This design comes from an exercise in tuning for small area and a short achievable clock period on the open sky130 flow, not from production work. The clock port is modelled as an ideal driver, which makes a skipped or thinned clock tree look cheaper than it is; a real chip needs a root buffer or a tree. Power figures rest on the tool's default switching activity, not on a simulated workload.

Setup of v6:
==> module syn_fifo, before the edit <==
module syn_fifo (
  input        clk,
  input        rst,
  input        wr_cs,
  input        rd_cs,
  input  [7:0] data_in,
  input        rd_en,
  input        wr_en,
  output [7:0] data_out,
  output       empty,
  output       full
);
wire wr = wr_cs & wr_en;
wire rd = rd_cs & rd_en;
reg        wr_q;
reg  [7:0] din_q, din_qq;
reg  [15:1] wr_lo_h;           
reg         wr_lo0_n;          
reg  [15:1] wr_hi_h;           
reg         wr_hi0_n;
wire [15:0] wr_lo = {wr_lo_h, ~wr_lo0_n};
wire [15:0] wr_hi = {wr_hi_h, ~wr_hi0_n};
always @(posedge clk or posedge rst)
  if (rst)
    wr_q <= 1'b0;
  else
    wr_q <= wr;
always @(posedge clk) begin
  din_q  <= data_in;
  din_qq <= din_q;
end
always @(posedge clk or posedge rst)
  if (rst) begin
    wr_lo_h  <= 15'd0;
    wr_lo0_n <= 1'b0;
    wr_hi_h  <= 15'd0;
    wr_hi0_n <= 1'b0;
  end else if (wr_q) begin
    wr_lo_h  <= wr_lo[14:0];
    wr_lo0_n <= ~wr_lo[15];
    if (wr_lo[15]) begin
      wr_hi_h  <= wr_hi[14:0];
      wr_hi0_n <= ~wr_hi[15];
    end
  end
wire [15:0] wr_lo_nx = wr_q ? {wr_lo[14:0], wr_lo[15]} : wr_lo;
reg  [15:0] wr_en_lo;
always @(posedge clk or posedge rst)
  if (rst)
    wr_en_lo <= 16'd0;
  else
    wr_en_lo <= wr ? wr_lo_nx : 16'd0;
reg  [15:1] rd_col_h;
reg         rd_col0_n;
wire [15:0] rd_col = {rd_col_h, ~rd_col0_n};
wire [15:0] rd_col_nx = rd ? {rd_col[14:0], rd_col[15]} : rd_col;
always @(posedge clk or posedge rst)
  if (rst) begin
    rd_col_h  <= 15'd0;
    rd_col0_n <= 1'b0;
  end else begin
    rd_col_h  <= rd_col_nx[15:1];
    rd_col0_n <= ~rd_col_nx[0];
  end
localparam [15:0] GHI = {4'd15, 4'd10, 4'd5, 4'd0};    
reg  [15:1] rd_rows_h [0:3];
reg  [3:0]  rd_rows0_n;
wire [63:0] rd_rows;
genvar gg;
generate
  for (gg = 0; gg < 4; gg = gg + 1) begin : ring_g
    wire [15:0] cur = {rd_rows_h[gg], ~rd_rows0_n[gg]};
    assign rd_rows[16*gg +: 16] = cur;
    always @(posedge clk or posedge rst)
      if (rst) begin
        rd_rows_h[gg]  <= 15'd0;
        rd_rows0_n[gg] <= 1'b0;
      end else if (rd && rd_col[GHI[4*gg +: 4]]) begin
        rd_rows_h[gg]  <= cur[14:0];
        rd_rows0_n[gg] <= ~cur[15];
      end
  end
endgenerate
reg  [15:1] cnt_lo_h, cnt_hi_h;
reg         cnt_lo0_n, cnt_hi0_n;
wire [15:0] cnt_lo = {cnt_lo_h, ~cnt_lo0_n};
wire [15:0] cnt_hi = {cnt_hi_h, ~cnt_hi0_n};
reg        not_empty, is1, is2, is254, is255;
reg        empty_r, full_r;      
reg        byp1, byp2;     
wire       inc = wr & ~rd;
wire       dec = rd & ~wr;
wire       cnt_is3   = cnt_hi[0]  & cnt_lo[3];
wire       cnt_is253 = cnt_hi[15] & cnt_lo[13];
wire [15:0] cnt_lo_nx = inc ? {cnt_lo[14:0], cnt_lo[15]} :
                        dec ? {cnt_lo[0], cnt_lo[15:1]} : cnt_lo;
wire [15:0] cnt_hi_nx = (inc & cnt_lo[15]) ? {cnt_hi[14:0], cnt_hi[15]} :
                        (dec & cnt_lo[0])  ? {cnt_hi[0], cnt_hi[15:1]} : cnt_hi;
always @(posedge clk or posedge rst)
  if (rst) begin
    cnt_lo_h  <= 15'd0;
    cnt_lo0_n <= 1'b0;
    cnt_hi_h  <= 15'd0;
    cnt_hi0_n <= 1'b0;
  end else begin
    cnt_lo_h  <= cnt_lo_nx[15:1];
    cnt_lo0_n <= ~cnt_lo_nx[0];
    cnt_hi_h  <= cnt_hi_nx[15:1];
    cnt_hi0_n <= ~cnt_hi_nx[0];
  end
always @(posedge clk or posedge rst)
  if (rst) begin
    not_empty  <= 1'b0;
    is1        <= 1'b0;
    is2        <= 1'b0;
    is254      <= 1'b0;
    is255      <= 1'b0;
  end else if (dec) begin
    not_empty  <= ~is1;
    is1        <= is2;
    is2        <= cnt_is3;
    is254      <= is255;
    is255      <= 1'b0;
  end else if (inc) begin
    not_empty  <= 1'b1;
    is1        <= ~not_empty;
    is2        <= is1;
    is254      <= cnt_is253;
    is255      <= is254;
  end
always @(posedge clk)
  if (rst) begin
    empty_r    <= 1'b1;
    full_r     <= 1'b0;
  end else if (dec) begin
    empty_r    <= is1;
    full_r     <= 1'b0;
  end else if (inc) begin
    empty_r    <= 1'b0;
    full_r     <= is254;
  end
wire byp1_nx = wr   & (rd ? is1 : ~not_empty);
wire byp2_nx = wr_q & (rd ? is2 : is1);
always @(posedge clk or posedge rst)
  if (rst) begin
    byp1 <= 1'b0;
    byp2 <= 1'b0;
  end else begin
    byp1 <= byp1_nx;
    byp2 <= byp2_nx;
  end
assign empty = empty_r;
assign full  = full_r;
reg  [15:1] col_sel_h;
reg         col_sel0_n;
wire [15:0] col_sel = {col_sel_h, ~col_sel0_n};
wire [15:0] col_sel_nx = rd_col_nx & {16{~(byp1_nx | byp2_nx)}};
always @(posedge clk or posedge rst)
  if (rst) begin
    col_sel_h  <= 15'd0;
    col_sel0_n <= 1'b0;
  end else begin
    col_sel_h  <= col_sel_nx[15:1];
    col_sel0_n <= ~col_sel_nx[0];
  end
wire [127:0] col_q;
reg  [7:0]  head;
integer c;
always @(*) begin
  head = (din_q & {8{byp1}}) | (din_qq & {8{byp2}});
  for (c = 0; c < 16; c = c + 1)
    head = head | (col_q[8*c +: 8] & {8{col_sel[c]}});
end
reg [7:0] data_out_r, data_keep_n;
always @(posedge clk)
  if (rst) begin
    data_out_r  <= 8'd0;
    data_keep_n <= 8'hff;
  end else begin
    data_out_r  <= rd ? head : ~data_keep_n;
    data_keep_n <= rd ? ~head : data_keep_n;
  end
assign data_out = data_out_r;
ram_dp_ar_aw DP_RAM (
  .clk      (clk),
  .wlo      (wr_en_lo),
  .whi      (wr_hi),
  .wdata    (din_q),
  .row_sel  (rd_rows),
  .col_q    (col_q)
);
endmodule
clock: 4.0 ns
lec_check: 0
cap_margin: 20
core_margin: 2
core_utilization: 70
setup_slack_margin: 2.2
slew_margin: 20
synth_memory_max_bits: 4096
standard.sh (not shown) runs the stock make flow with config.mk's settings and CLKGATE_MAP_FILE= SYNTH_SCRIPT=/design/flow/synth_recipe.tcl, a recipe that flattens the netlist after the stock synthesis.
==> flow/flow/run.sh <==
#!/bin/bash
# Own flow: the standard layout, except that
#  - the clock tree is built by flow/mcts.tcl (a shallow tree of clock
#    buffers over flip-flop clusters found by recursive bisection) instead
#    of TritonCTS,
#  - the port buffers are buf_4 (buffer_ports otherwise picks a delay
#    buffer, which is slow on the input and output paths), and
#  - sky130_fd_sc_hd__a222oi_1, which comes in one weak size only, is added
#    to the platform's don't-use list, so that synthesis does not put it on
#    paths that the resizer then cannot speed up.
# Every tool's output goes to the ORFS logs under orfs/logs; this script's
# own output goes to run.log.
set -euo pipefail
cd "$(dirname "$0")/.."
exec > >(tee run.log) 2>&1
DU="sky130_fd_sc_hd__probe_p_8 sky130_fd_sc_hd__probec_p_8 sky130_fd_sc_hd__lpflow_bleeder_1 sky130_fd_sc_hd__lpflow_clkbufkapwr_1 sky130_fd_sc_hd__lpflow_clkbufkapwr_16 sky130_fd_sc_hd__lpflow_clkbufkapwr_2 sky130_fd_sc_hd__lpflow_clkbufkapwr_4 sky130_fd_sc_hd__lpflow_clkbufkapwr_8 sky130_fd_sc_hd__lpflow_clkinvkapwr_1 sky130_fd_sc_hd__lpflow_clkinvkapwr_16 sky130_fd_sc_hd__lpflow_clkinvkapwr_2 sky130_fd_sc_hd__lpflow_clkinvkapwr_4 sky130_fd_sc_hd__lpflow_clkinvkapwr_8 sky130_fd_sc_hd__lpflow_decapkapwr_12 sky130_fd_sc_hd__lpflow_decapkapwr_3 sky130_fd_sc_hd__lpflow_decapkapwr_4 sky130_fd_sc_hd__lpflow_decapkapwr_6 sky130_fd_sc_hd__lpflow_decapkapwr_8 sky130_fd_sc_hd__lpflow_inputiso0n_1 sky130_fd_sc_hd__lpflow_inputiso0p_1 sky130_fd_sc_hd__lpflow_inputiso1n_1 sky130_fd_sc_hd__lpflow_inputiso1p_1 sky130_fd_sc_hd__lpflow_inputisolatch_1 sky130_fd_sc_hd__lpflow_isobufsrc_1 sky130_fd_sc_hd__lpflow_isobufsrc_16 sky130_fd_sc_hd__lpflow_isobufsrc_2 sky130_fd_sc_hd__lpflow_isobufsrc_4 sky130_fd_sc_hd__lpflow_isobufsrc_8 sky130_fd_sc_hd__lpflow_isobufsrckapwr_16 sky130_fd_sc_hd__lpflow_lsbuf_lh_hl_isowell_tap_1 sky130_fd_sc_hd__lpflow_lsbuf_lh_hl_isowell_tap_2 sky130_fd_sc_hd__lpflow_lsbuf_lh_hl_isowell_tap_4 sky130_fd_sc_hd__lpflow_lsbuf_lh_isowell_4 sky130_fd_sc_hd__lpflow_lsbuf_lh_isowell_tap_1 sky130_fd_sc_hd__lpflow_lsbuf_lh_isowell_tap_2 sky130_fd_sc_hd__lpflow_lsbuf_lh_isowell_tap_4 sky130_fd_sc_hd__a222oi_1"
bash standard.sh DONT_USE_CELLS="$DU" PRE_CTS_TCL="$PWD/flow/cts_hook.tcl" \
  BUFFER_PORTS_ARGS="-buffer_cell sky130_fd_sc_hd__buf_4" finish
Other scripts of this flow, unchanged in this note and not shown: flow/flow/cts_hook.tcl, flow/flow/mcts.tcl, flow/flow/obuf.tcl
Here is what was changed in the inputs of v7 compared with v6.
--- a/flow/design.v
+++ b/flow/design.v
@@ -50,20 +50,20 @@
 reg         wr_lo0_n;          
 reg  [15:1] wr_hi_h;           
 reg         wr_hi0_n;
 wire [15:0] wr_lo = {wr_lo_h, ~wr_lo0_n};
 wire [15:0] wr_hi = {wr_hi_h, ~wr_hi0_n};
-always @(posedge clk or posedge rst)
+always @(posedge clk)
   if (rst)
     wr_q <= 1'b0;
   else
     wr_q <= wr;
 always @(posedge clk) begin
   din_q  <= data_in;
   din_qq <= din_q;
 end
-always @(posedge clk or posedge rst)
+always @(posedge clk)
   if (rst) begin
     wr_lo_h  <= 15'd0;
     wr_lo0_n <= 1'b0;
     wr_hi_h  <= 15'd0;
     wr_hi0_n <= 1'b0;
@@ -75,20 +75,20 @@
       wr_hi0_n <= ~wr_hi[15];
     end
   end
 wire [15:0] wr_lo_nx = wr_q ? {wr_lo[14:0], wr_lo[15]} : wr_lo;
 reg  [15:0] wr_en_lo;
-always @(posedge clk or posedge rst)
+always @(posedge clk)
   if (rst)
     wr_en_lo <= 16'd0;
   else
     wr_en_lo <= wr ? wr_lo_nx : 16'd0;
 reg  [15:1] rd_col_h;
 reg         rd_col0_n;
 wire [15:0] rd_col = {rd_col_h, ~rd_col0_n};
 wire [15:0] rd_col_nx = rd ? {rd_col[14:0], rd_col[15]} : rd_col;
-always @(posedge clk or posedge rst)
+always @(posedge clk)
   if (rst) begin
     rd_col_h  <= 15'd0;
     rd_col0_n <= 1'b0;
   end else begin
     rd_col_h  <= rd_col_nx[15:1];
@@ -101,11 +101,11 @@
 genvar gg;
 generate
   for (gg = 0; gg < 4; gg = gg + 1) begin : ring_g
     wire [15:0] cur = {rd_rows_h[gg], ~rd_rows0_n[gg]};
     assign rd_rows[16*gg +: 16] = cur;
-    always @(posedge clk or posedge rst)
+    always @(posedge clk)
       if (rst) begin
         rd_rows_h[gg]  <= 15'd0;
         rd_rows0_n[gg] <= 1'b0;
       end else if (rd && rd_col[GHI[4*gg +: 4]]) begin
         rd_rows_h[gg]  <= cur[14:0];
@@ -126,11 +126,11 @@
 wire       cnt_is253 = cnt_hi[15] & cnt_lo[13];
 wire [15:0] cnt_lo_nx = inc ? {cnt_lo[14:0], cnt_lo[15]} :
                         dec ? {cnt_lo[0], cnt_lo[15:1]} : cnt_lo;
 wire [15:0] cnt_hi_nx = (inc & cnt_lo[15]) ? {cnt_hi[14:0], cnt_hi[15]} :
                         (dec & cnt_lo[0])  ? {cnt_hi[0], cnt_hi[15:1]} : cnt_hi;
-always @(posedge clk or posedge rst)
+always @(posedge clk)
   if (rst) begin
     cnt_lo_h  <= 15'd0;
     cnt_lo0_n <= 1'b0;
     cnt_hi_h  <= 15'd0;
     cnt_hi0_n <= 1'b0;
@@ -138,11 +138,11 @@
     cnt_lo_h  <= cnt_lo_nx[15:1];
     cnt_lo0_n <= ~cnt_lo_nx[0];
     cnt_hi_h  <= cnt_hi_nx[15:1];
     cnt_hi0_n <= ~cnt_hi_nx[0];
   end
-always @(posedge clk or posedge rst)
+always @(posedge clk)
   if (rst) begin
     not_empty  <= 1'b0;
     is1        <= 1'b0;
     is2        <= 1'b0;
     is254      <= 1'b0;
@@ -171,11 +171,11 @@
     empty_r    <= 1'b0;
     full_r     <= is254;
   end
 wire byp1_nx = wr   & (rd ? is1 : ~not_empty);
 wire byp2_nx = wr_q & (rd ? is2 : is1);
-always @(posedge clk or posedge rst)
+always @(posedge clk)
   if (rst) begin
     byp1 <= 1'b0;
     byp2 <= 1'b0;
   end else begin
     byp1 <= byp1_nx;
@@ -185,11 +185,11 @@
 assign full  = full_r;
 reg  [15:1] col_sel_h;
 reg         col_sel0_n;
 wire [15:0] col_sel = {col_sel_h, ~col_sel0_n};
 wire [15:0] col_sel_nx = rd_col_nx & {16{~(byp1_nx | byp2_nx)}};
-always @(posedge clk or posedge rst)
+always @(posedge clk)
   if (rst) begin
     col_sel_h  <= 15'd0;
     col_sel0_n <= 1'b0;
   end else begin
     col_sel_h  <= col_sel_nx[15:1];
--- outcome ---
For average cell area after synthesis, dividing the value from v7 by the value from v6 gives 0.947.
Summary of the comparison: largest driver fanout on the critical path is lower in v7, relative to v6.
The clock latency reported for the late side of the worst-skew pair of v7 and that of v6 are within noise of each other.
Taking v6 as the reference point, the vertical die dimension of v7 falls by about 0.56%.
Number of flip-flops and latches: v7 vs v6 — no meaningful difference
v7 ended with more final critical-path required period than v6.
Relative to v6, post-route clock period utilization has increased by 0.21 points in v7.
Against v6, v7 reports a combinational group share of total power that is lower.
Between v7 and v6, the difference in area used by multi-input combinational logic is negligible.
Core utilization ended up 0.98 points lower on v7 than on v6.
Route | v7 vs v6 | wire longer in v7
No run of this note included a check of the RTL's function; only the layout flow was run. In every run of this note, the design's own scripts or RTL, not TritonCTS, make the clock network.

static timing again, ports no longer ideal:
No port has a modelled driver above. Below, the same layouts with a new extraction and two added sets of constraints. Step 1: set_driving_cell puts a clkbuf_16 on clk and a buf_2 on each other input, an assumption about the parent block. Step 2 times the ports against the registers' clock, not the clock port: input delays grow and output delays shrink by t, the midpoint of the rising clock arrivals with the driver on. Slacks: ideal / step 1 / step 2; pairs: ideal / step 1.
run	t (ns)	slack for setup (ns)	latest minus earliest clock arrival (ns)	cell pins on the clock port's net
v6	0.723	2.116 / 1.979 / 1.687	0.025 / 0.026	4
v7	0.714	2.108 / 1.992 / 1.591	0.024 / 0.025	4
After both steps every run listed still meets setup and hold. The setup slack of v7, which loses most, moves by -0.116 ns with the drivers and by -0.517 ns with both steps.
